Source: an optimization exercise on an open RTL-to-GDS flow (aim: small area). Production flows keep margins and buffers that such runs may drop. At most, simulation tests tie the RTL to the original design; equivalence was not proved. Power and IR drop assume default switching activity.

run A:
Design ALU_sync, start of the top module:
module ALU_sync (
  input  wire        clk,
  input  wire [15:0] A, B,
  input  wire [3:0]  ALU_FUN,
  output reg  [15:0] ALU_OUT,
  output reg         Carry_flag,
  output reg         Arith_flag,
  output reg         Logic_flag,
  output reg         CMP_flag,
  output reg         Shift_flag
);
For scale: roughly 1600 cells after synthesis, about 21 flip-flops, ~58 I/O pins, about 10000 um^2 of cells after synthesis.
export LEC_CHECK = 0
export ABC_AREA = 1
export CAP_MARGIN = 20
export CORE_MARGIN = 2
export CORE_UTILIZATION = 40
export SETUP_SLACK_MARGIN = -1.2
export SLEW_MARGIN = 20
create_clock -name core_clock -period 35.0 [get_ports {clk}]
standard.sh (not shown) runs the stock make flow with config.mk's settings and CLKGATE_MAP_FILE= SYNTH_SCRIPT=/design/flow/synth_recipe.tcl, a recipe that flattens the netlist after the stock synthesis.
==> flow/flow/run.sh <==
#!/bin/bash
# The standard layout, with the input and output port buffers made from
# the platform's smallest plain buffer instead of the resizer's default pick.
set -euo pipefail
export BUFFER_PORTS_ARGS="-buffer_cell sky130_fd_sc_hd__buf_1"
bash standard.sh "BUFFER_PORTS_ARGS=-buffer_cell sky130_fd_sc_hd__buf_1" finish > standard.log 2>&1
Run A has completed all stages; timing, DRC and antenna checks passed.
Inputs modified between run A and run B:
- SETUP_SLACK_MARGIN now -0.8, was -1.2
==> flow/flow/run.sh <==
#!/bin/bash
# The standard layout with two changes:
# - ABC's area script maps for area only (flow/abc_area.script);
# - the port buffers are the platform's smallest plain buffer.
# ORFS reads its scripts from a copy in this folder that differs from the
# installed one only in abc_area.script.
set -euo pipefail
here=$(pwd)
rm -rf "$here/orfs_scripts"
cp -r "$FLOW_HOME/scripts" "$here/orfs_scripts"
cp "$here/flow/abc_area.script" "$here/orfs_scripts/abc_area.script"
export BUFFER_PORTS_ARGS="-buffer_cell sky130_fd_sc_hd__buf_1"
bash standard.sh "SCRIPTS_DIR=$here/orfs_scripts" \
  "BUFFER_PORTS_ARGS=-buffer_cell sky130_fd_sc_hd__buf_1" finish > standard.log 2>&1
==> flow/flow/abc_area.script (new file) <==
strash
dch
map -a
topo
stime -c
buffer -c
upsize -c
dnsize -c
Findings:
Run B against run A: instance area after placement saw a decrease; design area moved down; worst setup slack after layout fell 0.13 ns; cell count after synthesis lost 171; mean cell area of the mapped netlist +0.57 um^2. Looking at most common cell after layout, fill and taps aside, the sky130_fd_sc_hd__nor2_1 result is from run B; the sky130_fd_sc_hd__nand2_1 one comes from run A. Changes observed in run B relative to run A: total of fill cells in the finished design went down about 7%; hold slack went up 0.010 ns; switching power as a share of total power went down 1.2 points.
### run B -> run C
--- a/flow/flow/run.sh
+++ b/flow/flow/run.sh
@@ -3 +3 @@
-# - ABC's area script maps for area only (flow/abc_area.script);
+# - ABC's area script maps for area only, twice (flow/abc_area.script);
--- a/flow/flow/abc_area.script
+++ b/flow/flow/abc_area.script
@@ -0,0 +1,3 @@
+strash
+dch
+map -a
Notes after the runs:
Cmp run B and run C / power of the clock network / lower: run B
Taking run B as the reference, in run C utilization went up by 1.8 points, met3 layer wire length in the routed design went down by 4.6%.

---

== lane 1 ==
Another version of the RTL of ALU_sync (not shown whole).
For scale: roughly 21 flip-flops, ~58 I/O pins, about 0.010 mm2 of cells after synthesis.
Design ALU_sync, start of the top module:
module ALU_sync (
  input  wire        clk,
  input  wire [15:0] A, B,
  input  wire [3:0]  ALU_FUN,
  output reg  [15:0] ALU_OUT,
  output reg         Carry_flag,
  output reg         Arith_flag,
  output reg         Logic_flag,
  output reg         CMP_flag,
  output reg         Shift_flag
);
Settings: LEC_CHECK=0, ABC_AREA=1, CAP_MARGIN=20, CORE_MARGIN=2, CORE_UTILIZATION=40, SLEW_MARGIN=20; clock period 35.0 ns.
==> flow/flow/run.sh <==
#!/bin/bash
# The standard layout with two changes:
# - ABC's area script maps for area only (flow/abc_area.script);
# - the port buffers are the platform's smallest plain buffer.
# ORFS reads its scripts from a copy in this folder that differs from the
# installed one only in abc_area.script.
set -euo pipefail
here=$(pwd)
rm -rf "$here/orfs_scripts"
cp -r "$FLOW_HOME/scripts" "$here/orfs_scripts"
cp "$here/flow/abc_area.script" "$here/orfs_scripts/abc_area.script"
export BUFFER_PORTS_ARGS="-buffer_cell sky130_fd_sc_hd__buf_1"
bash standard.sh "SCRIPTS_DIR=$here/orfs_scripts" \
  "BUFFER_PORTS_ARGS=-buffer_cell sky130_fd_sc_hd__buf_1" finish > standard.log 2>&1
==> flow/flow/abc_area.script <==
strash
dch
map -a
topo
stime -c
buffer -c
upsize -c
dnsize -c
Changes in lane 2 relative to lane 1:
- putting CTS_BUF_LIST at sky130_fd_sc_hd__clkbuf_8 where nothing was set
- putting PLACE_DENSITY at 0.75 where nothing was set
==> flow/flow/run.sh <==
#!/bin/bash
# The standard layout, with the input and output port buffers made from
# the platform's smallest plain buffer instead of the resizer's default pick.
set -euo pipefail
export BUFFER_PORTS_ARGS="-buffer_cell sky130_fd_sc_hd__buf_1"
bash standard.sh "BUFFER_PORTS_ARGS=-buffer_cell sky130_fd_sc_hd__buf_1" finish > standard.log 2>&1
removed: flow/flow/abc_area.script
Results
Wire length of the first global-routing pass: lane 2 < lane 1. Summary: with lane 1 as the reference, count of inverters not on the clock network in the layout in lane 2 moved up by more than 10%. The final area in lane 2 is 0.907 times that in lane 1. Power density normalized to cell area, lane 2 and lane 1, lower one = lane 2. Lane 2 -> lane 1: count of flip-flops and latches delta 0, exact match. Compared with lane 1, lane 2 improves top achievable clock speed. Run comparison: lane 2 top metal layer carrying routed signals met5; lane 1 top metal layer carrying routed signals met4. Lane 2 does worse than lane 1 on area of the core.

---

Starting RTL as in the previous note.
Settings: LEC_CHECK=0, ABC_AREA=1, CAP_MARGIN=20, CORE_MARGIN=2, CORE_UTILIZATION=40, SLEW_MARGIN=20; clock period 35.0 ns.
==> flow/flow/run.sh <==
#!/bin/bash
# The standard layout, with the input and output port buffers made from
# the platform's smallest plain buffer instead of the resizer's default pick.
set -euo pipefail
export BUFFER_PORTS_ARGS="-buffer_cell sky130_fd_sc_hd__buf_1"
bash standard.sh "BUFFER_PORTS_ARGS=-buffer_cell sky130_fd_sc_hd__buf_1" finish > standard.log 2>&1
Edit:
==> flow/flow/run.sh (replaced) <==
#!/bin/bash
# The standard layout, with the input and output port buffers made from
# the platform's smallest plain buffer instead of the resizer's default pick,
# and after global routing, downsizing of gates on paths with slack to spare.
set -euo pipefail
export BUFFER_PORTS_ARGS="-buffer_cell sky130_fd_sc_hd__buf_1"
export RECOVER_POWER=100
bash standard.sh "BUFFER_PORTS_ARGS=-buffer_cell sky130_fd_sc_hd__buf_1" RECOVER_POWER=100 finish > standard.log 2>&1
The new run finished with timing, DRC and antenna clean; design area is about the same; wire length is about the same; worst hold slack improves by 0.0048 ns.
Edit:
==> flow/flow/run.sh (replaced) <==
#!/bin/bash
# The standard layout, with the input and output port buffers made from
# the platform's smallest plain buffer instead of the resizer's default pick.
set -euo pipefail
export BUFFER_PORTS_ARGS="-buffer_cell sky130_fd_sc_hd__buf_1"
bash standard.sh "BUFFER_PORTS_ARGS=-buffer_cell sky130_fd_sc_hd__buf_1" finish > standard.log 2>&1
Settings changed: CTS_BUF_LIST set to sky130_fd_sc_hd__clkbuf_8, PLACE_DENSITY set to 0.45.
The new run finished clean.
Final area is higher slightly.
Routed wire length goes up by roughly a tenth.
Via count rises slightly.
Count of clock-buffer cells in the layout does not change.
Utilization came out higher by 0.89 points.
Sequential share of layout area stays flat.
Global-route usage rose by 3.4 points.
First-iteration DRC count increases by roughly a tenth.
Power rises slightly.
Setup slack gains 0.22 ns.
Clock power decreases by a quarter to a third.
Edit:
Settings changed: CTS_BUF_LIST sky130_fd_sc_hd__clkbuf_8 to unset, PLACE_DENSITY 0.45 to unset, SETUP_SLACK_MARGIN set to -0.8.
Power is lower by a few percent. Worst hold slack improved by 0.019 ns. Fmax is lower by a few percent. Global-route usage is lower by 3.4 points. Via count is lower slightly. Wire length is lower by roughly a tenth.

---

## 04-08
Another version of the RTL of ALU_sync (not shown whole).
Size in the first run: about 1700 cells after synthesis, ~21 flip-flops, about 58 I/O pins.
Design ALU_sync, start of the top module:
module ALU_sync (
  input  wire        clk,
  input  wire [15:0] A, B,
  input  wire [3:0]  ALU_FUN,
  output reg  [15:0] ALU_OUT,
  output reg         Carry_flag,
  output reg         Arith_flag,
  output reg         Logic_flag,
  output reg         CMP_flag,
  output reg         Shift_flag
);
  wire op_add = (ALU_FUN == 4'b0000);
  wire op_sub = (ALU_FUN == 4'b0001);
  wire op_mul = (ALU_FUN == 4'b0010);
  wire op_div = (ALU_FUN == 4'b0011);
  wire op_eq  = (ALU_FUN == 4'b1010);
  wire op_gt  = (ALU_FUN == 4'b1011);
  wire op_lt  = (ALU_FUN == 4'b1100);
  wire op_shr = (ALU_FUN == 4'b1101);
  wire op_shl = (ALU_FUN == 4'b1110);
  wire op_cmp = op_eq | op_gt | op_lt;
  wire sub0 = op_sub | op_cmp | op_div;
  wire fresh_en = ~op_mul;
  wire [15:0] bz;
  assign bz[0] = 1'b1;
  assign bz[1] = ~|B[15:15];
  assign bz[2] = ~|B[15:14];
  assign bz[3] = ~|B[15:13];
  assign bz[4] = ~|B[15:12];
  assign bz[5] = ~|B[15:11];
  assign bz[6] = ~|B[15:10];
  assign bz[7] = ~|B[15:9];
  assign bz[8] = ~|B[15:8];
  assign bz[9] = ~|B[15:7];
  assign bz[10] = ~|B[15:6];
  assign bz[11] = ~|B[15:5];
  assign bz[12] = ~|B[15:4];
  assign bz[13] = ~|B[15:3];
  assign bz[14] = ~|B[15:2];
  assign bz[15] = ~|B[15:1];
  wire bnz = |B;
  wire [15:0] ya = op_mul ? A : ~B;
  wire [0:0] x15, y15, s15;
  wire c15, q15;
  assign x15 = A[15] & fresh_en;
  assign y15 = ya[0:0];
  wire [1:0] k15;
  assign k15[0] = ~op_mul;
  assign s15[0] = x15[0] ^ y15[0] ^ k15[0];
  assign k15[1] = (x15[0] & y15[0]) | (k15[0] & (x15[0] ^ y15[0]));
  assign c15 = k15[1];
  assign q15 = c15 & bz[15];
  wire sel15 = (op_mul & B[15]) | (op_div & q15);
  wire [0:0] o15 = sel15 ? s15 : x15;
  wire [1:0] x14, y14, s14;
  wire c14, q14;
  assign x14 = {o15, A[14] & fresh_en};
  assign y14 = ya[1:0];
  wire [2:0] k14;
  assign k14[0] = ~op_mul;
  assign s14[0] = x14[0] ^ y14[0] ^ k14[0];
  assign k14[1] = (x14[0] & y14[0]) | (k14[0] & (x14[0] ^ y14[0]));
  assign s14[1] = x14[1] ^ y14[1] ^ k14[1];
  assign k14[2] = (x14[1] & y14[1]) | (k14[1] & (x14[1] ^ y14[1]));
  assign c14 = k14[2];
  assign q14 = c14 & bz[14];
  wire sel14 = (op_mul & B[14]) | (op_div & q14);
  wire [1:0] o14 = sel14 ? s14 : x14;
  wire [2:0] x13, y13, s13;
  wire c13, q13;
  assign x13 = {o14, A[13] & fresh_en};
  assign y13 = ya[2:0];
  ...
==> flow/config.mk <==
export PLATFORM = sky130hd
export DESIGN_NAME = ALU_sync
export DESIGN_NICKNAME = ALU_sync
export VERILOG_FILES = /design/flow/design.v
export SDC_FILE = /design/flow/constraint.sdc
export NUM_CORES = 4
export LEC_CHECK = 0
export ABC_AREA = 1
export CAP_MARGIN = 20
export CORE_MARGIN = 2
export CORE_UTILIZATION = 40
export SLEW_MARGIN = 20
==> flow/constraint.sdc <==
create_clock -name core_clock -period 35.0 [get_ports {clk}]
set_input_delay 7.0000 -clock core_clock [delete_from_list [all_inputs] [get_ports {clk}]]
set_output_delay 7.0000 -clock core_clock [all_outputs]
set_load 0.01 [all_outputs]
==> flow/flow/run.sh <==
#!/bin/bash
# The standard layout with three changes:
# - synthesis leaves adders to ABC (no fixed full/half-adder cells), so ABC
#   sees whole paths from the inputs to the registers;
# - ABC's area script maps against a delay target (flow/abc_area.script);
# - the port buffers are the platform's smallest plain buffer.
# ORFS reads its scripts from a copy in this folder that differs from the
# installed one only in abc_area.script.
set -euo pipefail
here=$(pwd)
rm -rf "$here/orfs_scripts"
cp -r "$FLOW_HOME/scripts" "$here/orfs_scripts"
cp "$here/flow/abc_area.script" "$here/orfs_scripts/abc_area.script"
export BUFFER_PORTS_ARGS="-buffer_cell sky130_fd_sc_hd__buf_1"
bash standard.sh "SCRIPTS_DIR=$here/orfs_scripts" "ADDER_MAP_FILE=" \
  "BUFFER_PORTS_ARGS=-buffer_cell sky130_fd_sc_hd__buf_1" finish > standard.log 2>&1
==> flow/flow/abc_area.script <==
strash
dch
map -D 24000
topo
stime -c
buffer -c
upsize -c
dnsize -c
diff inputs: 04-08 => 03-20
# 04-08
export LEC_CHECK = 0
export ABC_AREA = 1
export CAP_MARGIN = 20
export CORE_MARGIN = 2
export CORE_UTILIZATION = 40
export SLEW_MARGIN = 20
create_clock -name core_clock -period 35.0 [get_ports {clk}]
# 03-20
export LEC_CHECK = 0
export ABC_AREA = 1
export CAP_MARGIN = 20
export CORE_MARGIN = 2
export CORE_UTILIZATION = 40
export GPL_TIMING_DRIVEN = 0
export SLEW_MARGIN = 20
create_clock -name core_clock -period 35.0 [get_ports {clk}]
## What came out
- Compared to 04-08, 03-20 has critical path arrival 0.03 ns lower.
- 04-08 → 03-20: total global routing track utilization rose 0.62 points, routed wire length fell 1.2%, worst supply voltage drop on vdd fell about 0.4%.
No functional check of the RTL was part of any run of this note.

---

RTL: one of the versions met above, not the one the previous note started from.
Size: roughly 21 flip-flops.
export LEC_CHECK = 0
export ABC_AREA = 1
export CAP_MARGIN = 20
export CORE_MARGIN = 2
export CORE_UTILIZATION = 40
export SETUP_SLACK_MARGIN = -0.8
export SLEW_MARGIN = 20
create_clock -name core_clock -period 35.0 [get_ports {clk}]
==> flow/flow/run.sh <==
#!/bin/bash
# The standard layout with two changes:
# - ABC's area script maps for area only and sizes without buffering (flow/abc_area.script);
# - the port buffers are the platform's smallest plain buffer.
# ORFS reads its scripts from a copy in this folder that differs from the
# installed one only in abc_area.script.
set -euo pipefail
here=$(pwd)
rm -rf "$here/orfs_scripts"
cp -r "$FLOW_HOME/scripts" "$here/orfs_scripts"
cp "$here/flow/abc_area.script" "$here/orfs_scripts/abc_area.script"
export BUFFER_PORTS_ARGS="-buffer_cell sky130_fd_sc_hd__buf_1"
bash standard.sh "SCRIPTS_DIR=$here/orfs_scripts" \
  "BUFFER_PORTS_ARGS=-buffer_cell sky130_fd_sc_hd__buf_1" finish > standard.log 2>&1
==> flow/flow/abc_area.script <==
strash
dch
map -a
topo
stime -c
upsize -c
dnsize -c
Edit:
--- a/flow/flow/run.sh
+++ b/flow/flow/run.sh
@@ -1,5 +1,5 @@
 #!/bin/bash
 # The standard layout with two changes:
-# - ABC's area script maps for area only and sizes without buffering (flow/abc_area.script);
+# - ABC's area script maps twice, each time with structural choices (flow/abc_area.script);
 # - the port buffers are the platform's smallest plain buffer.
 # ORFS reads its scripts from a copy in this folder that differs from the
==> flow/flow/abc_area.script (replaced) <==
strash
dch
map -B 0.9
strash
dch
map -B 0.9
topo
stime -c
buffer -c
upsize -c
dnsize -c
=>
- The changed run completed without violations
- die area is higher by a few percent
- design area drops slightly
- routed wire length increases by a few percent
- setup slack improved by 0.30 ns
Edit:
--- a/flow/flow/run.sh
+++ b/flow/flow/run.sh
@@ -1,5 +1,5 @@
 #!/bin/bash
 # The standard layout with two changes:
-# - ABC's area script maps twice, each time with structural choices (flow/abc_area.script);
+# - ABC's area script maps for area only (flow/abc_area.script);
 # - the port buffers are the platform's smallest plain buffer.
 # ORFS reads its scripts from a copy in this folder that differs from the
==> flow/flow/abc_area.script (replaced) <==
strash
dch
map -a
topo
stime -c
buffer -c
upsize -c
dnsize -c
- CORE_UTILIZATION: 40 -> 45
Synthesized cell count went down by roughly a tenth.
Critical path depth does not change.
Global-route usage went up by 3.8 points.
Utilization went up by 6.1 points.
Wire length went up slightly.
Combinational power went up by a little under a tenth.
Clock power went down by about a fifth.
Power went up by a few percent.
Die area went down by roughly a tenth.
Edit:
--- a/flow/flow/run.sh
+++ b/flow/flow/run.sh
@@ -1,5 +1,5 @@
 #!/bin/bash
 # The standard layout with two changes:
-# - ABC's area script maps for area only (flow/abc_area.script);
+# - ABC's area script maps for area only, after a fast choice computation (flow/abc_area.script);
 # - the port buffers are the platform's smallest plain buffer.
 # ORFS reads its scripts from a copy in this folder that differs from the
==> flow/flow/abc_area.script (replaced) <==
strash
dch -f
map -a
topo
stime -c
buffer -c
upsize -c
dnsize -c
- CORE_UTILIZATION: 45 -> 40
The new run produced a clean layout.
Via count rose slightly.
Die area rose by roughly a tenth.
Global-route usage fell by 3.3 points.
Total power fell slightly.
Final cell count rose by a few percent.
Non-clock buffer count rose by 23.
Synthesized area fell by a few percent.
Edit:
--- a/flow/flow/run.sh
+++ b/flow/flow/run.sh
@@ -1,5 +1,5 @@
 #!/bin/bash
 # The standard layout with two changes:
-# - ABC's area script maps for area only, after a fast choice computation (flow/abc_area.script);
+# - ABC's area script maps for area only (flow/abc_area.script);
 # - the port buffers are the platform's smallest plain buffer.
 # ORFS reads its scripts from a copy in this folder that differs from the
==> flow/flow/abc_area.script (replaced) <==
strash
dch
map -a
topo
stime -c
buffer -c
upsize -c
dnsize -c
- GPL_ROUTABILITY_DRIVEN: not set -> 0
Result:
- The new run went through all stages and came out clean
- wire length decreases by about 2%
- critical path depth went down by 14
- final area went down by about 2%
- global-route usage goes down by 0.65 points
- final cell count went down by 2.9%
- via count is lower by about 2%

-- re-timing with driven ports --
No port has a modelled driver above. Below, the same layouts with a new extraction and two added sets of constraints.
Step 1 assumes that a clkbuf_16 drives the clock port and a buf_2 every other input.
Step 2 adds t to the input delays and takes it off the output delays; t is the mean of the earliest and latest rising clock arrival at the registers after step 1. Input paths then give back, and output paths get back, about the clock's delay inside the block.
Three values: ideal, step 1, step 2; two values: the first two.
run	t (ns)	slack for setup (ns)	worst data-port slew with drivers (ns)	pins driven straight from the clock port
run A	0.311	1.566 / 1.579 / 1.268	0.03	1
run B	0.295	1.438 / 1.450 / 1.155	0.08	1
run C	0.307	1.170 / 1.183 / 0.875	0.04	1
lane 1	0.298	1.238 / 1.254 / 0.956	0.04	1
lane 2	0.316	1.778 / 1.787 / 1.471	0.07	1
the first run of note 3	0.303	1.994 / 2.005 / 1.701	0.05	1
the second run of note 3	0.303	2.016 / 2.027 / 1.724	0.05	1
the third run of note 3	0.327	2.238 / 2.248 / 1.921	0.04	1
the fourth run of note 3	0.305	1.472 / 1.483 / 1.178	0.05	1
04-08	0.289	0.716 / 0.718 / 0.429	0.04	1
03-20	0.293	0.755 / 0.766 / 0.473	0.06	1
the first run of note 5	0.314	1.317 / 1.326 / 1.012	0.03	1
the second run of note 5	0.317	1.620 / 1.641 / 1.324	0.04	1
the third run of note 5	0.286	1.437 / 1.448 / 1.161	0.04	1
the fourth run of note 5	0.289	1.034 / 1.042 / 0.753	0.05	1
the fifth run of note 5	0.292	1.392 / 1.405 / 1.113	0.04	1
After both steps every run listed still meets setup and hold. For the third run of note 3, which loses most, drivers alone change the setup slack by +0.010 ns; drivers and shift together by -0.317 ns.
